Background: an optimization exercise with open tools, aiming at small area. Do not read the settings as production practice.
RTL that was checked went through simulation tests only; none was proved equivalent to the original.
Only the layout flow was run in run 2; the RTL was not checked for function there.

==> design.v <==
module ao3n (d, s, yn);
    input [2:0] d;
    input [2:0] s;
    output yn;
    assign yn = ~|(d & s);
endmodule
module ao2n (d, s, yn);
    input [1:0] d;
    input [1:0] s;
    output yn;
    assign yn = ~|(d & s);
endmodule
module nand11 (a, y);
    input [10:0] a;
    output y;
    assign y = ~&a;
endmodule
module ao32 (d, s, y);
    input [31:0] d;
    input [31:0] s;
    output y;
    wire [10:0] t;
    genvar k;
    generate
        for (k = 0; k < 10; k = k + 1) begin : g
            ao3n u (.d(d[3*k+2:3*k]), .s(s[3*k+2:3*k]), .yn(t[k]));
        end
    endgenerate
    ao2n u10 (.d(d[31:30]), .s(s[31:30]), .yn(t[10]));
    nand11 c (.a(t), .y(y));
endmodule
module ao33 (d, s, y);
    input [32:0] d;
    input [32:0] s;
    output y;
    wire [10:0] t;
    genvar k;
    generate
        for (k = 0; k < 11; k = k + 1) begin : g
            ao3n u (.d(d[3*k+2:3*k]), .s(s[3*k+2:3*k]), .yn(t[k]));
        end
    endgenerate
    nand11 c (.a(t), .y(y));
endmodule
module pdh (a, hn);
    input [2:0] a;
    output [7:0] hn;
    genvar i;
    generate
        for (i = 0; i < 8; i = i + 1) begin : h
            assign hn[i] = ~(a == i);
        end
    endgenerate
endmodule
module pdl (a, en, ln);
    input [1:0] a;
    input en;
    output [3:0] ln;
    genvar i;
    generate
        for (i = 0; i < 4; i = i + 1) begin : l
            assign ln[i] = ~(en & (a == i));
        end
    endgenerate
endmodule
module pdhf (a, f, hn);
    input [2:0] a;
    input f;
    output [7:0] hn;
    genvar i;
    generate
        for (i = 0; i < 8; i = i + 1) begin : h
            assign hn[i] = ~(f | (a == i));
        end
    endgenerate
endmodule
module pdlf (a, en, f, ln);
    input [1:0] a;
    input en, f;
    output [3:0] ln;
    genvar i;
    generate
        for (i = 0; i < 4; i = i + 1) begin : l
            assign ln[i] = ~(f | (en & (a == i)));
        end
    endgenerate
endmodule
module sel32 (hn, ln, y);
    input [7:0] hn;
    input [3:0] ln;
    output [31:0] y;
    genvar i, j;
    generate
        for (i = 0; i < 8; i = i + 1) begin : h
            for (j = 0; j < 4; j = j + 1) begin : l
                assign y[4*i+j] = ~(hn[i] | ln[j]);
            end
        end
    endgenerate
endmodule
module rdec (a, en, y);
    input [4:0] a;
    input en;
    output [31:0] y;
    wire [7:0] hn;
    wire [3:0] ln;
    pdh  h (.a(a[4:2]), .hn(hn));
    pdl  l (.a(a[1:0]), .en(en), .ln(ln));
    sel32 s (.hn(hn), .ln(ln), .y(y));
endmodule
module inst_mode (inst_i, code_o);
    input [31:0] inst_i;
    output [20:0] code_o;
wire [7:0] op = inst_i[31:24];
wire im = inst_i[19];
wire o_add = (op == 8'b00000001);
wire o_sub = (op == 8'b00000010);
wire o_and = (op == 8'b00000101);
wire o_or  = (op == 8'b00000110);
wire o_rsh = (op == 8'b00001000);
wire o_lsh = (op == 8'b00001001);
wire o_mul = (op == 8'b00000011);
wire o_div = (op == 8'b00000100);
wire o_not = (op == 8'b00000111);
wire o_mov = (op == 8'b00001010);
wire o_mvo = (op == 8'b00001011);
wire o_mvi = (op == 8'b00001100);
wire o_jmp = (op == 8'b00001101);
wire o_ej  = (op == 8'b00001110);
wire o_nej = (op == 8'b00001111);
wire o_mth = (op == 8'b00010000);
wire o_wt  = (op == 8'b00010001);
wire ar = o_add | o_sub | o_and | o_or | o_rsh | o_lsh;
wire [2:0] arx = {op[3], op[2], op[0]};    
wire imf  = im & ar;
wire rgf  = ~im & (ar | o_mth | o_mvo);
wire grp  = ~im & (o_mul | o_div | o_jmp | o_ej | o_nej | o_not | o_mov);
wire movi = im & o_mov;
wire noti = im & o_not;
wire mvi  = im & o_mvi;
wire sgl  = ~(imf | rgf | grp | movi | noti | mvi);
wire [2:0] rsub = o_mth ? 3'd6 : o_mvo ? 3'd7 : arx;
wire [2:0] gcls = sgl ? 3'd0 : {op[0], op[1] ^ op[2], op[3]};
wire [2:0] scode = (o_wt & (inst_i[23] == inst_i[22])) ? 3'd1 :
                   (im & (o_jmp | o_ej | o_nej)) ? 3'd2 :
                   (im & o_mul) ? 3'd3 :
                   (im & o_div) ? 3'd4 : 3'd0;
wire [1:0] msub = movi ? 2'd0 : noti ? 2'd1 : mvi ? 2'd3 : 2'd2;
wire [20:0] c;
assign c[20:18] = imf ? arx : rgf ? 3'd6 : 3'd7;
assign c[17:11] = inst_i[17:11];
assign c[10:8]  = sgl ? scode : inst_i[10:8];
assign c[7:5]   = (grp | sgl) ? gcls : inst_i[7:5];
assign c[4:3]   = inst_i[4:3];
assign c[2]     = rgf ? rsub[2] : inst_i[2];
assign c[1:0]   = imf ? inst_i[1:0] : rgf ? rsub[1:0] : msub;
assign code_o = c ^ 21'b111_0000000_000_000_000_10;
endmodule
module add8 (a, b, ci, s, co);
    input [7:0] a;
    input [7:0] b;
    input ci;
    output [7:0] s;
    output co;
    wire [8:0] c;
    assign c[0] = ci;
    genvar k;
    generate
        for (k = 0; k < 8; k = k + 1) begin : fa
            assign s[k] = a[k] ^ b[k] ^ c[k];
            assign c[k+1] = (a[k] & b[k]) | (a[k] & c[k]) | (b[k] & c[k]);
        end
    endgenerate
    assign co = c[8];
endmodule
module dpg (t, nd, x, g);
    input t, nd;
    output x, g;
    assign x = t ^ nd;
    assign g = t & nd;
endmodule
module dxn (t, nd, xn);
    input t, nd;
    output xn;
    assign xn = ~(t ^ nd);
endmodule
module dgn (t, nd, gn);
    input t, nd;
    output gn;
    assign gn = ~(t & nd);
endmodule
module dcye (x, g, c, cn);
    input x, g, c;
    output cn;
    assign cn = ~(g | (x & c));
endmodule
module dcyo (xn, gn, cn, c);
    input xn, gn, cn;
    output c;
    assign c = ~(gn & (xn | cn));
endmodule
module dsm (x, c, t, q, r);
    input x, c, t, q;
    output r;
    assign r = q ? (x ^ c) : t;
endmodule
module div16 (n, d, a, b, mul, q, p);
    input [15:0] n;
    input [15:0] d;
    input [7:0] a;
    input [7:0] b;
    input mul;
    output [15:0] q;
    output [15:0] p;
    wire [15:0] op;
    wire [15:0] ne = n & {16{~mul}};
    wire [15:0] rem [0:15];
    wire [15:0] qr;
    genvar g, k;
    generate
        for (k = 0; k < 16; k = k + 1) begin : opk
            if (k < 8) begin : lo
                assign op[k] = mul ? a[k] : ~d[k];
            end else begin : hi
                assign op[k] = ~mul & ~d[k];
            end
        end
        for (g = 0; g < 16; g = g + 1) begin : row
            wire [g:0] t;
            if (g == 0) begin : t0
                assign t = ne[15];
            end else begin : tn
                assign t = {rem[g-1][g-1:0], ne[15-g]};
            end
            wire [g+1:0] c;
            wire [g:0] r;
            assign c[0] = ~mul;
            for (k = 0; k <= g; k = k + 1) begin : bt
                wire x, gg;
                if (k % 2 == 0) begin : ev
                    dpg  p (.t(t[k]), .nd(op[k]), .x(x), .g(gg));
                    dcye y (.x(x), .g(gg), .c(c[k]), .cn(c[k+1]));
                end else begin : od
                    dxn  p (.t(t[k]), .nd(op[k]), .xn(x));
                    dgn  h (.t(t[k]), .nd(op[k]), .gn(gg));
                    dcyo y (.xn(x), .gn(gg), .cn(c[k]), .c(c[k+1]));
                end
                dsm m (.x(x), .c(c[k]), .t(t[k]), .q(qr[g]), .r(r[k]));
            end
            wire hz;
            if (g < 15) begin : h0
                assign hz = |d[15:g+1];
            end else begin : h1
                assign hz = 1'b0;
            end
            wire cy;
            if ((g + 1) % 2 == 0) begin : qe
                assign cy = c[g+1];
            end else begin : qo
                assign cy = ~c[g+1];
            end
            assign q[15-g] = ~hz & cy;
            if (g < 8) begin : qd
                assign qr[g] = ~mul & ~hz & cy;
            end else begin : qm
                assign qr[g] = mul ? b[15-g] : (~hz & cy);
            end
            assign rem[g] = r;
        end
    endgenerate
    assign p = rem[15];
endmodule
module isc_cpu_top (
     clk_i
    ,rst_i
    ,rst_rom_i
    ,mode_sel_i
    ,en_w_rom_i
    ,w_rom_addr_i
    ,w_rom_data_i
    ,instruction_i
    ,reg_watcher_o
    ,pc_o
    ,wb_en_o
    ,wb_addr_1_o
    ,wb_data_1_o
    ,wb_addr_2_o
    ,wb_data_2_o
);
    input clk_i;
    input rst_i;
    input rst_rom_i;
    input mode_sel_i;
    input en_w_rom_i;
    input [15:0] w_rom_addr_i;
    input [31:0] w_rom_data_i;
    input [31:0] instruction_i;
    output [7:0] reg_watcher_o;
    output [15:0] pc_o;
    output wb_en_o;
    output [4:0] wb_addr_1_o;
    output [7:0] wb_data_1_o;
    output [4:0] wb_addr_2_o;
    output [7:0] wb_data_2_o;
genvar g, b;
reg        en_reg_q;
reg        en_ram_q;
reg [7:0]  d1_q;       
reg [4:0]  a1_q;       
reg [7:0]  d2_q;
reg [2:0]  a2_q;       
reg [15:0] pc_q;
reg [1:0]  bub_q;
reg [4:0]  pcf_q;      
reg        romw_q;     
reg [20:0] c_q;        
reg        zr_q;       
reg        zm_q;       
wire [20:0] enc_w;
wire [20:0] enc_i;
inst_mode enc_rom (.inst_i(w_rom_data_i), .code_o(enc_w));
inst_mode enc_imm (.inst_i(instruction_i), .code_o(enc_i));
wire [20:0] rom_wd = enc_w & {21{~rst_rom_i}};    
wire [31:0] rom_col [0:20];
wire [7:0] rwh;
wire [3:0] rwl;
wire [31:0] rom_we;
pdhf  u_rwh (.a(w_rom_addr_i[4:2]), .f(rst_rom_i), .hn(rwh));
pdlf  u_rwl (.a(w_rom_addr_i[1:0]), .en(en_w_rom_i), .f(rst_rom_i), .ln(rwl));
sel32 u_rws (.hn(rwh), .ln(rwl), .y(rom_we));
generate
    for (g = 0; g < 32; g = g + 1) begin : romw
        reg [20:0] q;
        always @(posedge clk_i)
            if (rom_we[g])
                q <= rom_wd;
        for (b = 0; b < 21; b = b + 1) begin : c
            assign rom_col[b][g] = q[b];
        end
    end
endgenerate
wire [7:0] wd1 = d1_q & {8{~rst_i}};
wire [7:0] wd2 = d2_q & {8{~rst_i}};
wire [7:0]  reg_q [0:31];
wire [31:0] reg_col [0:7];
wire [31:0] ram_col [0:7];
wire [7:0] wh;
wire [3:0] wl_reg, wl_ram;
wire [31:0] reg_we, ram_we;
pdhf  u_wh  (.a(a1_q[4:2]), .f(rst_i), .hn(wh));
pdlf  u_wlg (.a(a1_q[1:0]), .en(en_reg_q), .f(rst_i), .ln(wl_reg));
pdlf  u_wlm (.a(a1_q[1:0]), .en(en_ram_q), .f(rst_i), .ln(wl_ram));
sel32 u_wsg (.hn(wh), .ln(wl_reg), .y(reg_we));
sel32 u_wsm (.hn(wh), .ln(wl_ram), .y(ram_we));
generate
    for (g = 0; g < 32; g = g + 1) begin : regw
        reg [7:0] q;
        wire w1 = reg_we[g];
        wire w2;
        if (g == 0) begin : p0
            assign w2 = en_reg_q & (a2_q == 3'd0);
        end else if (g == 23) begin : p23
            assign w2 = en_reg_q & (a2_q == 3'd1);
        end else if (g == 25) begin : p25
            assign w2 = en_reg_q & (a2_q == 3'd2);
        end else if (g == 26) begin : p26
            assign w2 = en_reg_q & (a2_q == 3'd3);
        end else if (g == 31) begin : p31
            assign w2 = en_reg_q & (a2_q == 3'd4);
        end else begin : pn
            assign w2 = 1'b0;
        end
        always @(posedge clk_i)
            if (w1 | w2)
                q <= w2 ? wd2 : wd1;
        assign reg_q[g] = q;
        for (b = 0; b < 8; b = b + 1) begin : c
            assign reg_col[b][g] = q[b];
        end
    end
    for (g = 0; g < 32; g = g + 1) begin : ramw
        reg [7:0] q;
        always @(posedge clk_i)
            if (ram_we[g])
                q <= wd1;
        for (b = 0; b < 8; b = b + 1) begin : c
            assign ram_col[b][g] = q[b];
        end
    end
endgenerate
assign reg_watcher_o = reg_q[5'd22];
wire slot    = (bub_q == 2'd0);
wire rom_en  = ~rst_i & slot & mode_sel_i & ~romw_q;
wire imm_en  = ~rst_i & slot & ~mode_sel_i;
wire ws_en   = ~rst_i & (~slot | (mode_sel_i & romw_q));
wire [31:0] rom_sel;
rdec u_rsel (.a(pcf_q), .en(rom_en), .y(rom_sel));
wire [20:0] fetch;
generate
    for (b = 0; b < 21; b = b + 1) begin : rrd
        ao33 u (.d({enc_i[b], rom_col[b]}), .s({imm_en, rom_sel}), .y(fetch[b]));
    end
endgenerate
always @(posedge clk_i) begin
    pcf_q  <= pc_q[4:0];
    romw_q <= en_w_rom_i & ~rst_rom_i;
    if (rst_i)
        bub_q <= 2'd0;
    else
        bub_q <= mode_sel_i ? bub_q + 2'd1 : 2'd0;
    c_q <= fetch | ({21{ws_en}} & (21'b111_0000000_001_000_000_10 ^ 21'b111_0000000_000_000_000_10));
end
wire [20:0] c = c_q ^ 21'b111_0000000_000_000_000_10;
wire [2:0] top = c[20:18];
wire is_regf = (top == 3'd6);
wire is_misc = (top == 3'd7);
wire is_immf = ~is_regf & ~is_misc;
wire [2:0] opx = is_regf ? c[2:0] : top;
wire arith   = ~is_misc & ~(opx[2] & opx[1]);
wire op_add  = arith & (opx == 3'b001);
wire op_sub  = arith & (opx == 3'b000);
wire op_and  = arith & (opx == 3'b011);
wire op_or   = arith & (opx == 3'b010);
wire op_rsh  = arith & (opx == 3'b100);
wire op_lsh  = arith & (opx == 3'b101);
wire op_mth  = is_regf & (c[2:0] == 3'd6);
wire op_mvo  = is_regf & (c[2:0] == 3'd7);
wire op_movi = is_misc & (c[1:0] == 2'd0);
wire op_noti = is_misc & (c[1:0] == 2'd1);
wire grp     = is_misc & (c[1:0] == 2'd2);
wire op_mvi  = is_misc & (c[1:0] == 2'd3);
wire [2:0] gc = c[7:5];
wire op_mul  = grp & (gc == 3'd6);
wire op_div  = grp & (gc == 3'd2);
wire op_jmp  = grp & (gc == 3'd7);
wire op_ej   = grp & (gc == 3'd1);
wire op_nej  = grp & (gc == 3'd5);
wire op_not  = grp & (gc == 3'd4);
wire op_mov  = grp & (gc == 3'd3);
wire sgl     = grp & (gc == 3'd0);
wire op_nop  = sgl & (c[10:8] == 3'd0);
wire op_ws   = sgl & (c[10:8] == 3'd1);
wire op_jmpi = sgl & (c[10:8] == 3'd2);
wire op_muli = sgl & (c[10:8] == 3'd3);
wire op_divi = sgl & (c[10:8] == 3'd4);
wire [4:0] a_addr = is_immf ? c[9:5] : c[17:13];
wire [4:0] b_addr = c[12:8];
wire [4:0] d_addr = c[7:3];
wire [4:0] m_addr = c[6:2];
wire [7:0] imm    = c[17:10];
wire [31:0] sel_a, sel_b, sel_d, sel_m;
rdec u_sa (.a(a_addr), .en(~zr_q), .y(sel_a));
rdec u_sb (.a(b_addr), .en(~zr_q), .y(sel_b));
rdec u_sd (.a(d_addr), .en(~zr_q), .y(sel_d));
rdec u_sm (.a(m_addr), .en(~zm_q), .y(sel_m));
wire [7:0] R1;
wire [7:0] R2;
wire [4:0] R3;
wire [7:0] RM;
generate
    for (b = 0; b < 8; b = b + 1) begin : rd
        ao32 u1 (.d(reg_col[b]), .s(sel_a), .y(R1[b]));
        ao32 u2 (.d(reg_col[b]), .s(sel_b), .y(R2[b]));
        ao32 um (.d(ram_col[b]), .s(sel_m), .y(RM[b]));
        if (b < 5) begin : r3
            ao32 u3 (.d(reg_col[b]), .s(sel_d), .y(R3[b]));
        end
    end
endgenerate
wire [7:0] opB = is_immf ? imm : R2;
wire inv = op_sub | op_mth | op_ej | op_nej;
wire cin = op_sub | op_ej | op_nej;
wire [7:0] sum;
wire cout;
add8 u_add (.a(R1), .b(opB ^ {8{inv}}), .ci(cin), .s(sum), .co(cout));
wire carry = opB[7] & R1[7];
wire neg   = ~cout;
wire gt    = cout;
wire eq    = (sum == 8'd0);
function [7:0] rev8;
    input [7:0] x;
    rev8 = {x[0], x[1], x[2], x[3], x[4], x[5], x[6], x[7]};
endfunction
wire [7:0] shx = op_lsh ? rev8(R1) : R1;
wire [7:0] shr = (|opB[7:3]) ? 8'd0 : (shx >> opB[2:0]);
wire [15:0] quo;
wire [15:0] prod;
div16 u_div (.n({reg_q[24], reg_q[23]}), .d({R1, R2}), .a(R1), .b(R2), .mul(op_mul),
             .q(quo), .p(prod));
wire [7:0] mx = gt ? R1 : R2;
reg [7:0] d1_n;
reg [7:0] d2_n;
reg [4:0] a1_n;
reg [2:0] a2_n;
always @(*) begin
    d1_n = 8'd0;
    d2_n = 8'd0;
    a1_n = 5'd0;
    a2_n = 3'd0;
    if (op_add | op_sub) d1_n = sum;
    if (op_and) d1_n = R1 & opB;
    if (op_or)  d1_n = R1 | opB;
    if (op_rsh) d1_n = shr;
    if (op_lsh) d1_n = rev8(shr);
    if (op_mth) d1_n = mx;
    if (op_mul) d1_n = prod[15:8];
    if (op_div) d1_n = quo[15:8];
    if (op_not) d1_n = ~R1;
    if (op_mov | op_mvo) d1_n = R1;
    if (op_movi) d1_n = imm;
    if (op_noti) d1_n = ~imm;
    if (op_mvi) d1_n = RM;
    if (op_add) d2_n = {8{carry}};
    if (op_sub) d2_n = {8{neg}};
    if (op_mth) d2_n = {8{gt}};
    if (op_mul) d2_n = prod[7:0];
    if (op_div) d2_n = quo[7:0];
    if (arith) a1_n = is_immf ? c[4:0] : c[7:3];
    if (op_movi | op_noti) a1_n = c[9:5];
    if (op_not | op_mov) a1_n = c[12:8];
    if (op_mth | op_mvo) a1_n = R3;
    if (op_mul | op_div | op_muli) a1_n = 5'd24;
    if (op_mvi) a1_n = 5'd28;
    if (op_add) a2_n = 3'd3;
    if (op_sub) a2_n = 3'd2;
    if (op_mth) a2_n = 3'd4;
    if (op_mul | op_div | op_muli) a2_n = 3'd1;
end
wire hold  = op_jmp | op_ej | op_nej;
wire wrreg = ~(op_mvo | op_ws | op_jmpi | op_nop);
wire [15:0] pc_inc;
wire [16:0] ic;
assign ic[0] = 1'b1;
generate
    for (b = 0; b < 16; b = b + 1) begin : inc
        assign pc_inc[b] = pc_q[b] ^ ic[b];
        assign ic[b+1] = pc_q[b] & ic[b];
    end
endgenerate
wire wrap = (|pc_q[15:5]) | (&pc_q[4:0]);
wire [15:0] pc_adv = mode_sel_i ? (wrap ? 16'd0 : pc_inc) : pc_q;
wire [15:0] tgt = zr_q ? 16'd0 : {reg_q[30], reg_q[29]};
reg [15:0] pc_n;
always @(*) begin
    pc_n = pc_adv;
    if (op_jmp) pc_n = {R1, R2};
    if (op_ej)  pc_n = eq ? tgt : pc_inc;
    if (op_nej) pc_n = eq ? pc_inc : tgt;
    if (op_jmpi) pc_n = pc_inc;
    if (op_ws)  pc_n = pc_q;
end
always @(posedge clk_i) begin
    zr_q <= en_reg_q;
    zm_q <= en_ram_q;
    if (rst_i) begin
        en_reg_q <= 1'b0;
        en_ram_q <= 1'b0;
        pc_q     <= 16'd0;
    end
    else begin
        pc_q <= pc_n;
        if (~hold) begin
            en_reg_q <= wrreg;
            en_ram_q <= op_mvo;
        end
    end
    if (~hold) begin
        d1_q <= d1_n;
        d2_q <= d2_n;
        a1_q <= a1_n;
        a2_q <= a2_n;
    end
end
assign pc_o = pc_q;
assign wb_en_o = en_reg_q;
assign wb_addr_1_o = a1_q;
assign wb_data_1_o = d1_q;
assign wb_data_2_o = d2_q;
assign wb_addr_2_o = (a2_q == 3'd1) ? 5'd23 :
                     (a2_q == 3'd2) ? 5'd25 :
                     (a2_q == 3'd3) ? 5'd26 :
                     (a2_q == 3'd4) ? 5'd31 : 5'd0;
endmodule
==> flow/run.sh <==
#!/bin/bash
# The standard layout (the standard.sh: ORFS synthesis to finish) with
# two changes: the port buffers are the smallest buffer cell, and clock tree
# synthesis uses clkbuf_16 with sink clusters of at most 30 and inserts
# no dummy loads. Each tool's full output stays in the ORFS logs under
# orfs/logs/; make's own output goes to flow.log here.
set -euo pipefail
export BUFFER_PORTS_ARGS="-buffer_cell sky130_fd_sc_hd__buf_1"
export CTS_ARGS="-sink_clustering_enable -repair_clock_nets -dont_use_dummy_load -sink_clustering_size 30 -sink_clustering_max_diameter 60 -buf_list {sky130_fd_sc_hd__clkbuf_16}"
bash standard.sh > flow.log 2>&1
==> standard.sh <==
#!/bin/bash
# synth_recipe.tcl (not shown) runs the flow's synth.tcl, then flattens the netlist and writes it again
# the make line also repeats each setting of config.mk as NAME=value (left out here)
make -C /OpenROAD-flow-scripts/flow DESIGN_CONFIG=/design/flow/config.mk WORK_HOME=/design/flow/orfs CLKGATE_MAP_FILE= SYNTH_SCRIPT=/design/flow/synth_recipe.tcl "${@:-finish}"
==> config.mk <==
export PLATFORM = sky130hd
export DESIGN_NAME = isc_cpu_top
export DESIGN_NICKNAME = isc_cpu_top
export VERILOG_FILES = /design/flow/design.v
export SDC_FILE = /design/flow/constraint.sdc
export NUM_CORES = 4
export LEC_CHECK = 0
export ABC_AREA = 0
export CAP_MARGIN = 20
export CORE_MARGIN = 2
export CORE_UTILIZATION = 40
export SLEW_MARGIN = 20
export SYNTH_HIERARCHICAL = 1
==> constraint.sdc <==
create_clock -name core_clock -period 40.0 [get_ports {clk_i}]
set_input_delay 8.0000 -clock core_clock [delete_from_list [all_inputs] [get_ports {clk_i}]]
set_output_delay 8.0000 -clock core_clock [all_outputs]
set_load 0.01 [all_outputs]
==> results.txt, run 1 <==
- The total count of hold-check failures in the final report came to 0.
- The core area is approximately 140000 µm².
- The post-route setup TNS is 0 ps.
- The worst hold margin is roughly 430 ps.
- The number of detailed-routing iterations run before antenna repair is 14.
- The kind of cell with the highest combined delay on the critical path is compound AO/OA/AOI/OAI gates.
- The post-synthesis area per instance is between 10 and 15 µm².
- The xor/xnor cell area share of the yosys netlist is approximately 3.3%.
- The die covers roughly 150000 µm².
- The met2 capacity usage during global routing is between 30% and 40%.
- The number of max-cap violations is 0.
- From synthesis to final layout, the design area changed by 11.2%.
- The die is around 380 µm wide.
- The slowest stage of the critical path is the sky130_fd_sc_hd__or3_1 cell.
- The clock sink count is 1257.
- The class of the tightest hold or removal check is reg -> reg.
- Summing over every cut layer, the via total after detailed routing is 41.0k.
- The layer flagged by global routing as most heavily used is met2.
- Clock tree synthesis selected as its root buffer the cell sky130_fd_sc_hd__clkbuf_16.
- TritonCTS built the clock tree.
- Yosys printed 8 warnings.
- After Yosys synthesis, full adders, half adders and majority gates account for under 10% of the synthesized area.
- The floorplan step set the die height to roughly 380 µm.
- Counting along the longest clock path gives a buffer depth of 3.
- The detail route stage leaves a number of antenna-violating nets equal to 0.
- The estimated wirelength of the detail-placed design is around 120 mm.
- The met3 layer usage reported by global route is under 10%.
- The sequential cells in the finished layout cover a total of ~37000 µm².
- The number of global-route vias before repair is around 38k.
- Dividing the detail-routed wire length by the instance count gives 28.9 µm.
- After clock tree synthesis, the flow added hold-fix buffers numbering 0.
- The kind of start point of the critical path is a flop.
- The clock latency of the later-clocked register in the worst-skew pair is between 700 and 800 ps.
- In this design, the stage delay of the slowest critical-path cell is between 700 and 800 ps.
- When the netlist entered floorplanning its net count stood at between 4k and 5k.
- In the synthesized netlist the dominant register cell turns out to be sky130_fd_sc_hd__edfxtp_1.
- Synthesis handed over a netlist of around 4.2k instances.
- The clock transition at the register clock pins on the worst setup and hold paths after CTS is 90 ps.
- Ranked by total cell area, the synthesized netlist is headed by sky130_fd_sc_hd__edfxtp_1 (63%), sky130_fd_sc_hd__a222oi_1 (9.1%), sky130_fd_sc_hd__nor2_1 (3.3%).
- In the finished design, the share of the clock period the worst path needs comes to about 94%.
- The global-route usage over all layers is between 20% and 30%.
- The wire length of the first global-routing pass is 264 mm.
- After Yosys synthesis, and, or, nand and nor cells account for 10.0% of the synthesized area.
- The number of enable flip-flop cells after synthesis is approximately 1.2k.
- For the worst setup path, the data arrival time is 37790 ps.
- The complex-gate fraction of the synthesized area is about 17%.
- After synthesis, the largest family of logic cells by area is compound AO/OA/AOI/OAI gates.
- The share of synthesized area occupied by flip-flops and latches is roughly 65%.
- The final period demand of the worst path is approximately 37000 ps.
- The multiplexer share of the synthesized area is between 1 and 1.5%.
- The synthesized design spends more area on one cell type than any other, namely sky130_fd_sc_hd__edfxtp_1.
- The critical path in this run is classified as reg -> reg.
- Of the cells placed in the final design, the portion with a size suffix greater than 1 is about 14%.
- The final number of setup-violating endpoints is 0.
- During I/O placement, the number of pins put on the boundary was 136.
- The post-route core utilization is between 40% and 50%.
- The per-cell via count in the routed design is around 6.4.
- The slew at the pin closest to its max-slew limit is 1240 ps.
- The initial cell density of the core is between 40% and 50%.
- The flow ran to the end and the layout has no timing, DRC or antenna violations.
- After detailed routing, the total wire length is between 150 and 200 mm.
- The final setup skew is between 80 and 90 ps.
- At the end of routability-driven placement, the weighted congestion stood at 0.936.
- The placement row count is 139.
- The sort of element at the end of the critical path is a flop.
- The synthesized area is about 57000 µm².
- The initial antenna violation count is 23.
- The final-report max-slew violation count came to 0.
- The H-tree generated during clock tree synthesis spans 3 levels.
- The slack of the worst reg-to-reg path is ~2600 ps.
- The number of input and output port buffers inserted is ~120.
- The top cell type by area accounts for a little over three fifths of the synthesized area.
- The area of the multi-input gates is slightly below 20000 µm².
- The number of clock buffers inserted by TritonCTS is 87.
- The count of unresolved DRC violations after routing is 0.
- The cell with the most instances on the worst path is sky130_fd_sc_hd__a21oi_2.
- The proportion of register bits with asynchronous set or reset after synthesis is 0%.
- Along the worst path, the maximum fanout reaches 28.
- The pin count of the biggest net entering global routing is 61.
- The total overflow left after global routing is 0.
- After detailed placement, the total cell area comes to 61200 µm².
- The number of distinct standard cells referenced by the synthesized netlist is 85.
- After synthesis the netlist holds a flip-flop and latch count of 1257.
- In the final design database the tool counted between 4k and 5k nets.
- In this run, the number of DRC markers left after iteration 0 of detailed routing was approximately 7.1k.
- Together, buffers and inverters on the worst path number 15.
- The number of fill cells in the layout is 12.8k.
- Based on the critical path, the design can be clocked at up to approximately 27 MHz.
- For the worst setup path, the data required time is 40370 ps.
- Headroom to the max-slew limit came out at 16.8%.
- The cell area after layout is around 64000 µm².
- The fraction of met1 tracks used by global routing is 33.0%.
-- flip-flops by register name, indices dropped and copies added (netlist names), 2 cells and up --
register	flops
c_q	21
romw.q	672
d1_q	8
pc_q	16
pcf_q	5
d2_q	8
a1_q	5
regw.q	256
bub_q	2
a2_q	3
ramw.q	256
-- cells in the mapped netlist, drive strengths merged, types with 9 or more instances --
library cell,instances
nor4,19
a221o,16
o31ai,13
nand3b,29
xnor2,211
inv,66
o21ai,154
mux2,19
a21oi,270
nand2b,22
clkbuf,49
a22oi,39
nor3,44
a31oi,39
buf,89
o22ai,9
nand4,118
nor2b,56
edfxtp,1208
or3b,25
nor2,504
ha,87
nand2,185
nand3,84
a211oi,14
o211ai,13
mux2i,36
or3,63
and3,12
a222oi,525
dfxtp,49
-- through the flow --
stage	std cells	setup WS [ps]
global placement	6261	105
floorplan	4183	28.8
finish	6372	2580
CTS	6352	17.8
detailed placement	6263	-430
global route	6368	-54.3
-- worst register-to-register path: cells and delay by family, from the launching register on --
kind	cells	cell delay, ps
adder cells (fa/ha/maj)	11	3120
buffers and inverters	15	2980
AND/OR/NAND/NOR	41	7280
multiplexers	5	1590
XOR/XNOR	3	510
AO/OA/AOI/OAI	133	21230
flip-flops	1	420
-- Yosys stat by module, one instance, submodules excluded, excerpt --
| module | copies in the design | cells | flip-flops and latches | cell area (µm²) |
|---|---|---|---|---|
| dcye | 72 | 1 | 0 | 8.76 |
| add8 | 1 | 18 | 0 | 198 |
| inst_mode | 2 | 96 | 0 | 647 |
| dsm | 136 | 3 | 0 | 17.5 |
| dxn | 64 | 1 | 0 | 8.76 |
| pdh | 5 | 8 | 0 | 60.1 |
| dpg | 72 | 1 | 0 | 12.5 |
| dgn | 64 | 1 | 0 | 3.75 |
| pdlf | 3 | 6 | 0 | 32.5 |
| isc_cpu_top | 1 | 1986 | 1257 | 41600 |
| ao3n | 521 | 1 | 0 | 10.0 |
-- cell families after synthesis --
logic type	Yosys count
DFF	1257
and+or+nand+nor	1191
AOI/OAI and AO/OA	1160
xor gates and xnor gates	218
buffers and inverters	205
adders and majority gates	96
muxes	56
-- placed cells by master (no fill, tap or decap), types with 31 or more instances in the layout --
cell                           n
sky130_fd_sc_hd__edfxtp_1   1208
sky130_fd_sc_hd__a222oi_1    525
sky130_fd_sc_hd__nor2_1      442
sky130_fd_sc_hd__xnor2_1     211
sky130_fd_sc_hd__buf_4       201
sky130_fd_sc_hd__a21oi_1     188
sky130_fd_sc_hd__nand2_1     182
sky130_fd_sc_hd__nand4_1     118
sky130_fd_sc_hd__buf_1       116
sky130_fd_sc_hd__ha_1         87
sky130_fd_sc_hd__clkbuf_16    87
sky130_fd_sc_hd__nand3_1      82
sky130_fd_sc_hd__a21oi_2      80
sky130_fd_sc_hd__o21ai_0      78
sky130_fd_sc_hd__or3_1        62
sky130_fd_sc_hd__nor2_2       56
sky130_fd_sc_hd__inv_1        53
sky130_fd_sc_hd__dfxtp_1      47
sky130_fd_sc_hd__o21ai_2      43
sky130_fd_sc_hd__nor3_1       36
sky130_fd_sc_hd__nor2b_1      35
sky130_fd_sc_hd__mux2i_1      35
sky130_fd_sc_hd__o21ai_1      33
sky130_fd_sc_hd__a31oi_1      31
-- routing by layer --
layer | share of wire [%] | up-vias
li1 | - | 18000
met1 | 40 | 20500
met2 | 47 | 2156
met3 | 10 | 355
met4 | 3.5 | 16
met5 | 0.054 | -
-- timing repair --
| item | 4_1_cts | 5_1_grt |
|---|---|---|
| setup endpoints to repair | 7 | 16 |
| gates cloned | 0 | 2 |
| setup buffers | 2 | 11 |
| gates resized for setup | 6 | 77 |
| pin swaps | 1 | 11 |
-- layout make-up --
| class | instances | share of cell area (%) |
|---|---|---|
| diodes | 5 | 0.0196 |
| clock buffers | 87 | 3.41 |
| inverters | 67 | 0.394 |
| multi-input cells | 2722 | 30.8 |
| flip-flops and latches | 1257 | 58.3 |
| well taps | 1903 | 3.73 |
| repair buffers | 331 | 3.29 |
-- path summary, 6_finish.rpt --
kind	from	end	cells past startpoint
setup / recovery	zr_q	d1_q[4]	208
hold / removal	bub_q[0]	bub_q[0]	1
setup reg to reg	zr_q	d1_q[4]	208
hold reg to reg	bub_q[0]	bub_q[0]	1
==> run 2, diff against run 1 <==
--- a/design.v
+++ b/design.v
@@ -131,7 +131,8 @@
 wire o_mth = (op == 8'b00010000);
 wire o_wt  = (op == 8'b00010001);
 wire ar = o_add | o_sub | o_and | o_or | o_rsh | o_lsh;
-wire [2:0] arx = {op[3], op[2], op[0]};    
+wire [2:0] arx = o_sub ? 3'd1 : o_and ? 3'd2 : o_or ? 3'd3 :
+                 o_rsh ? 3'd4 : o_lsh ? 3'd5 : 3'd0;
 wire imf  = im & ar;
 wire rgf  = ~im & (ar | o_mth | o_mvo);
 wire grp  = ~im & (o_mul | o_div | o_jmp | o_ej | o_nej | o_not | o_mov);
@@ -140,7 +141,9 @@
 wire mvi  = im & o_mvi;
 wire sgl  = ~(imf | rgf | grp | movi | noti | mvi);
 wire [2:0] rsub = o_mth ? 3'd6 : o_mvo ? 3'd7 : arx;
-wire [2:0] gcls = sgl ? 3'd0 : {op[0], op[1] ^ op[2], op[3]};
+wire [2:0] gcls = sgl ? 3'd7 :
+                  o_mul ? 3'd0 : o_div ? 3'd1 : o_jmp ? 3'd2 :
+                  o_ej ? 3'd3 : o_nej ? 3'd4 : o_not ? 3'd5 : 3'd6;
 wire [2:0] scode = (o_wt & (inst_i[23] == inst_i[22])) ? 3'd1 :
                    (im & (o_jmp | o_ej | o_nej)) ? 3'd2 :
                    (im & o_mul) ? 3'd3 :
@@ -154,7 +157,7 @@
 assign c[4:3]   = inst_i[4:3];
 assign c[2]     = rgf ? rsub[2] : inst_i[2];
 assign c[1:0]   = imf ? inst_i[1:0] : rgf ? rsub[1:0] : msub;
-assign code_o = c ^ 21'b111_0000000_000_000_000_10;
+assign code_o = c ^ 21'b111_0000000_000_111_000_10;
 endmodule
 module add8 (a, b, ci, s, co);
     input [7:0] a;
@@ -408,21 +411,21 @@
         bub_q <= 2'd0;
     else
         bub_q <= mode_sel_i ? bub_q + 2'd1 : 2'd0;
-    c_q <= fetch | ({21{ws_en}} & (21'b111_0000000_001_000_000_10 ^ 21'b111_0000000_000_000_000_10));
+    c_q <= fetch | ({21{ws_en}} & (21'b111_0000000_001_111_000_10 ^ 21'b111_0000000_000_111_000_10));
 end
-wire [20:0] c = c_q ^ 21'b111_0000000_000_000_000_10;
+wire [20:0] c = c_q ^ 21'b111_0000000_000_111_000_10;
 wire [2:0] top = c[20:18];
 wire is_regf = (top == 3'd6);
 wire is_misc = (top == 3'd7);
 wire is_immf = ~is_regf & ~is_misc;
 wire [2:0] opx = is_regf ? c[2:0] : top;
 wire arith   = ~is_misc & ~(opx[2] & opx[1]);
-wire op_add  = arith & (opx == 3'b001);
-wire op_sub  = arith & (opx == 3'b000);
-wire op_and  = arith & (opx == 3'b011);
-wire op_or   = arith & (opx == 3'b010);
-wire op_rsh  = arith & (opx == 3'b100);
-wire op_lsh  = arith & (opx == 3'b101);
+wire op_add  = arith & (opx == 3'd0);
+wire op_sub  = arith & (opx == 3'd1);
+wire op_and  = arith & (opx == 3'd2);
+wire op_or   = arith & (opx == 3'd3);
+wire op_rsh  = arith & (opx == 3'd4);
+wire op_lsh  = arith & (opx == 3'd5);
 wire op_mth  = is_regf & (c[2:0] == 3'd6);
 wire op_mvo  = is_regf & (c[2:0] == 3'd7);
 wire op_movi = is_misc & (c[1:0] == 2'd0);
@@ -430,14 +433,14 @@
 wire grp     = is_misc & (c[1:0] == 2'd2);
 wire op_mvi  = is_misc & (c[1:0] == 2'd3);
 wire [2:0] gc = c[7:5];
-wire op_mul  = grp & (gc == 3'd6);
-wire op_div  = grp & (gc == 3'd2);
-wire op_jmp  = grp & (gc == 3'd7);
-wire op_ej   = grp & (gc == 3'd1);
-wire op_nej  = grp & (gc == 3'd5);
-wire op_not  = grp & (gc == 3'd4);
-wire op_mov  = grp & (gc == 3'd3);
-wire sgl     = grp & (gc == 3'd0);
+wire op_mul  = grp & (gc == 3'd0);
+wire op_div  = grp & (gc == 3'd1);
+wire op_jmp  = grp & (gc == 3'd2);
+wire op_ej   = grp & (gc == 3'd3);
+wire op_nej  = grp & (gc == 3'd4);
+wire op_not  = grp & (gc == 3'd5);
+wire op_mov  = grp & (gc == 3'd6);
+wire sgl     = grp & (gc == 3'd7);
 wire op_nop  = sgl & (c[10:8] == 3'd0);
 wire op_ws   = sgl & (c[10:8] == 3'd1);
 wire op_jmpi = sgl & (c[10:8] == 3'd2);
==> flow/run.sh (replaced) <==
#!/bin/bash
# The standard layout (the standard.sh: ORFS synthesis to finish) with
# two changes: the port buffers are the smallest buffer cell, and clock tree
# synthesis uses clkbuf_8 with sink clusters of at most 20 and inserts
# no dummy loads. Each tool's full output stays in the ORFS logs under
# orfs/logs/; make's own output goes to flow.log here.
set -euo pipefail
export BUFFER_PORTS_ARGS="-buffer_cell sky130_fd_sc_hd__buf_1"
export CTS_ARGS="-sink_clustering_enable -repair_clock_nets -dont_use_dummy_load -sink_clustering_size 20 -sink_clustering_max_diameter 50 -buf_list {sky130_fd_sc_hd__clkbuf_8}"
bash standard.sh > flow.log 2>&1
==> results.txt, run 2 <==
- The run finished with no timing, DRC or antenna violations.
- The cell area after placement is 62200 µm² (+1.6%).
- The cell area after layout was 64100 µm² (+0.39%).
- The critical path data required time is 40520 ps (+150 ps).
- The slew at the pin closest to its max-slew limit is 1190 ps (-54.0 ps).
- The worst hold margin came to 427 ps (+0.141 ps).
- In this design, the critical path's most frequently occurring cell is sky130_fd_sc_hd__a21oi_2.
- The post-synthesis area per instance was 13.6 µm² (-1.1%).
- STA classifies the critical path startpoint as a flop.
- The worst hold path belongs to the class reg -> reg.
- The post-place setup slack came to -462 ps (-31.6 ps).
- The endpoint arrival time on the critical path is 38010 ps (+220 ps).
- The DRC violation total after the first TritonRoute iteration is 6779 (-4.2%).
- The die footprint was 148000 µm² (+1.2%).
- The number of clock buffers inserted by TritonCTS is 107 (+23%).
- The met3 layer usage reported by global route came to 4.64% (-0.54 points).
- The pin count of the biggest net entering global routing came to 61 (unchanged).
- The largest area contributor in the netlist is sky130_fd_sc_hd__edfxtp_1.
- The type of the setup path with the least slack is reg -> reg.
- The total count of hold-check failures in the final report is 0 (unchanged).
- In the layout the commonest cells are sky130_fd_sc_hd__edfxtp_1 (1208), sky130_fd_sc_hd__a222oi_1 (521), sky130_fd_sc_hd__nor2_1 (430), sky130_fd_sc_hd__buf_4 (246), sky130_fd_sc_hd__xnor2_1 (213).
- The overall routed net length is 185 mm (+0.74%).
- The library cell used most frequently in the layout, excluding fill and tap cells, is sky130_fd_sc_hd__edfxtp_1.
- The count of hold-fix buffers inserted at cts is 0 (unchanged).
- The number of nets in the layout came to 4789 (+3.1%).
- The met2 capacity usage during global routing is 38.4% (-0.76 points).
- The achievable clock frequency is 26.7 MHz (-0.17%).
- In the final layout, the registers with the most flip-flops are romw.q: 672 flops, ramw.q: 256 flops, regw.q: 256 flops.
- The least setup slack across all paths after layout came to 2520 ps (-64.6 ps).
- The number of enable flip-flop cells after synthesis is 1208 (unchanged).
- The most critical setup path has its startpoint at zr_q.
- The mean routed wirelength per cell came to 28.4 µm (-1.5%).
- The initial antenna violation count is 11 (-52%).
- The number of instances in the placed design was 6389 (+2.0%).
- The net count after synthesis is 4461 (+2.2%).
- The clock latency of the later-clocked register in the worst-skew pair was 860 ps (+140 ps).
- The number of detailed-routing iterations run before antenna repair is 14 (unchanged).
- The beginning of the worst register-to-register path is zr_q.
- The fraction of final layout cells sized beyond drive strength 1 is 15.4% (+1.2 points).
- The number of distinct standard cells referenced by the synthesized netlist came to 90 (+5.9%).
- met2 is the most crowded layer.
- The core area is 144000 µm² (+0.61%).
- The fraction of met1 tracks used by global routing is 33.5% (+0.51 points).
- The H-tree depth is 3 (unchanged).
- The dominant synthesized flop cell is sky130_fd_sc_hd__edfxtp_1.
- The via count is 41.7k (+1.7%).
- The top-level I/O count is 136 (unchanged).
- The worst slew margin relative to its limit is 20.7% (+3.9 points).
- The area growth from synthesis to layout is 10.3%.
- The maximum clock path buffer count is 3 (unchanged).
- The initial cell density of the core is 40.4% (+0.24 points).
- The number of global-route vias before repair is 38.8k (+1.4%).
- The clock tree from TritonCTS is built.
- The count of unresolved DRC violations after routing is 0 (unchanged).
- The number of max-cap violations is 0 (unchanged).
- The final weighted congestion in routability-driven placement was 0.942 (+0.61%).
- The critical path ends at d1_q[5].
- In the post-synthesis netlist, the cell with the most instances is sky130_fd_sc_hd__edfxtp_1.
- The global-route usage over all layers came to 24.2% (-0.14 points).
- The number of warnings printed during yosys synthesis is 8 (unchanged).
- The flip-flop count of the largest register, all copies and words added was 672 (unchanged).
- The proportion of register bits with asynchronous set or reset after synthesis is 0% (unchanged).
- The clock sink count came to 1257 (unchanged).
- The endpoint of the worst register-to-register path is d1_q[5].
- The share of the synthesized area in the top cell type is 62.4% (-0.76 points).
- The flop and latch count out of synthesis is 1257 (unchanged).
- The clock transition at the register clock pins on the worst setup and hold paths after CTS is 100 ps (about the same).
- The die boundary width is 385 µm (+0.60%).
- Setup repair after global routing left no endpoint under its margin.
- The final setup skew came to 116 ps (+27.2 ps).
- The total overflow reported by the global router is 0 (unchanged).
- The final-report max-slew violation count was 0 (unchanged).
- The slack of the worst reg-to-reg path came to 2520 ps (-60 ps).
- The largest fanout on the critical path is 14 (-50%).
- The commonest cells after synthesis are sky130_fd_sc_hd__edfxtp_1 (1208), sky130_fd_sc_hd__a222oi_1 (521), sky130_fd_sc_hd__nor2_1 (492), sky130_fd_sc_hd__xnor2_1 (213), sky130_fd_sc_hd__nand2_1 (197).
- The estimated wirelength of the detail-placed design came to 126 mm (+1.2%).
- The share of synthesized area occupied by flip-flops and latches is 64.1% (-0.78 points).
- The placement row count is 139 (unchanged).
- The final number of setup-violating endpoints is 0 (unchanged).
- The final period demand of the worst path is 37480 ps (+64.6 ps).
- The synthesized area was 58100 µm² (+1.2%).
- Sorting the synthesized cells by area gives the leading types as sky130_fd_sc_hd__edfxtp_1 (62%), sky130_fd_sc_hd__a222oi_1 (9.0%), sky130_fd_sc_hd__xnor2_1 (3.2%).
- The delay of the slowest cell on the worst path is 680 ps (-40 ps).
- The gate count of the mapped netlist is 4281 (+2.3%).
- The per-cell via count in the routed design is 6.40 (-0.53%).
- The number of nets with antenna violations after routing came to 0 (unchanged).
- The cell sitting at the root of the clock tree is a sky130_fd_sc_hd__clkbuf_8.
- The sort of element at the end of the critical path is a flop.
- The final worst-path cycle share was 93.7% (+0.16 points).
- The post-route core utilization is 44.5% (-0.097 points).
- The wire length of the first global-routing pass is 266 mm (+0.49%).
- The non-filler instance count after layout is 6516 (+2.3%).
- The slowest library cell on the worst path is sky130_fd_sc_hd__dfxtp_1.
- The number of input and output port buffers inserted is 118 (unchanged).
- The cell count of the worst reg-to-reg path came to 213 (+2.4%).
- Counting flops per register, the top entry is romw.q.
- The floorplan die height came to 385 µm (+0.60%).
==> run 2: repair_timing <==
item                       4_1_cts  5_1_grt
buffers inserted                 2       12
resized for setup                8       70
setup endpoints to repair       16       16
cloned                           0        0
pin swaps                        2       13
==> run 2: routing by layer <==
metal	share of wire, %	wire (µm)
met4	3.6	6690
met2	46	85300
met1	41	75600
met5	0.022	41
met3	9.5	17700
==> run 2: per-module statistics from Yosys (local to each module, per instance), excerpt <==
module / copies in the design / flops+latches
ao2n: 29 / 0
dsm: 136 / 0
dgn: 64 / 0
dxn: 64 / 0
inst_mode: 2 / 0
add8: 1 / 0
dpg: 72 / 0
==> run 2: how the worst min path moves through the flow <==
stage	start	to	slack, ps	depth (start not counted)
after floorplan	en_ram_q	zm_q	390	0
after global placement	bub_q[0]	bub_q[0]	410	1
after detailed placement	bub_q[0]	bub_q[0]	410	1
after CTS	bub_q[0]	bub_q[0]	430	1
after global routing	bub_q[0]	bub_q[0]	460	1
final	bub_q[0]	bub_q[0]	430	1
==> run 2: cell families (layout without fill, tap and decap cells) <==
| kind of cell | count (synthesis) | in the layout | share of synthesized area [%] |
|---|---|---|---|
| fa+ha+maj | 95 | 95 | 2.15 |
| xor+xnor | 217 | 217 | 3.27 |
| simple gates | 1229 | 1229 | 10.4 |
| compound gates | 1215 | 1215 | 17.0 |
| flops | 1257 | 1257 | 64.1 |
| mux | 58 | 58 | 1.05 |
| other cells | 0 | 6 | 0 |
| buf+inv | 210 | 536 | 2.08 |
==> run 2: layout make-up <==
type,instances,area [µm²]
fillers,13000,79900
flip-flops and latches,1257,37300
multi-input cells,2814,20400
repair buffers,373,2440
well taps,1903,2380
clock buffers,107,1470
inverters,56,211
diodes,6,15.0
==> run 2: through the flow <==
step / TNS [ps]
global route: 0
floorplan: 0
finish: 0
global placement: -82.2
detailed placement: -1900
CTS: 0
==> run 2: worst max-delay path, delay by kind of cell, from the launching register on <==
kind                     cells  cell delay, ps
AO/OA/AOI/OAI              132           20220
flip-flops                   1             680
AND/OR/NAND/NOR             41            6750
multiplexers                 6            1900
adder cells (fa/ha/maj)     11            3340
buffers and inverters       20            3540
XOR/XNOR                     3             630

separate check: timing with driven ports:
No port has a modelled driver above. Below, the same layouts with a new extraction and two added sets of constraints. Step 1 sets driving cells, clkbuf_16 on the clock port and buf_2 on the other inputs (assumed; they add their load-dependent delay and slew). Step 2 also shifts input and output timing later by t, the mid clock arrival at the registers, as if the neighbouring blocks saw the same clock. a / b / c = ideal ports / drivers / drivers and shift; a / b = the first two.
| run | shift t [ns] | setup slack, ns | latest minus earliest clock arrival (ns) | pins driven straight from the clock port |
|---|---|---|---|---|
| run 1 | 0.753 | 2.583 / 2.583 / 2.583 | 0.095 / 0.096 | 1 |
| run 2 | 0.884 | 2.518 / 2.518 / 2.518 | 0.131 / 0.131 | 1 |
After both steps every run listed still meets setup and hold.
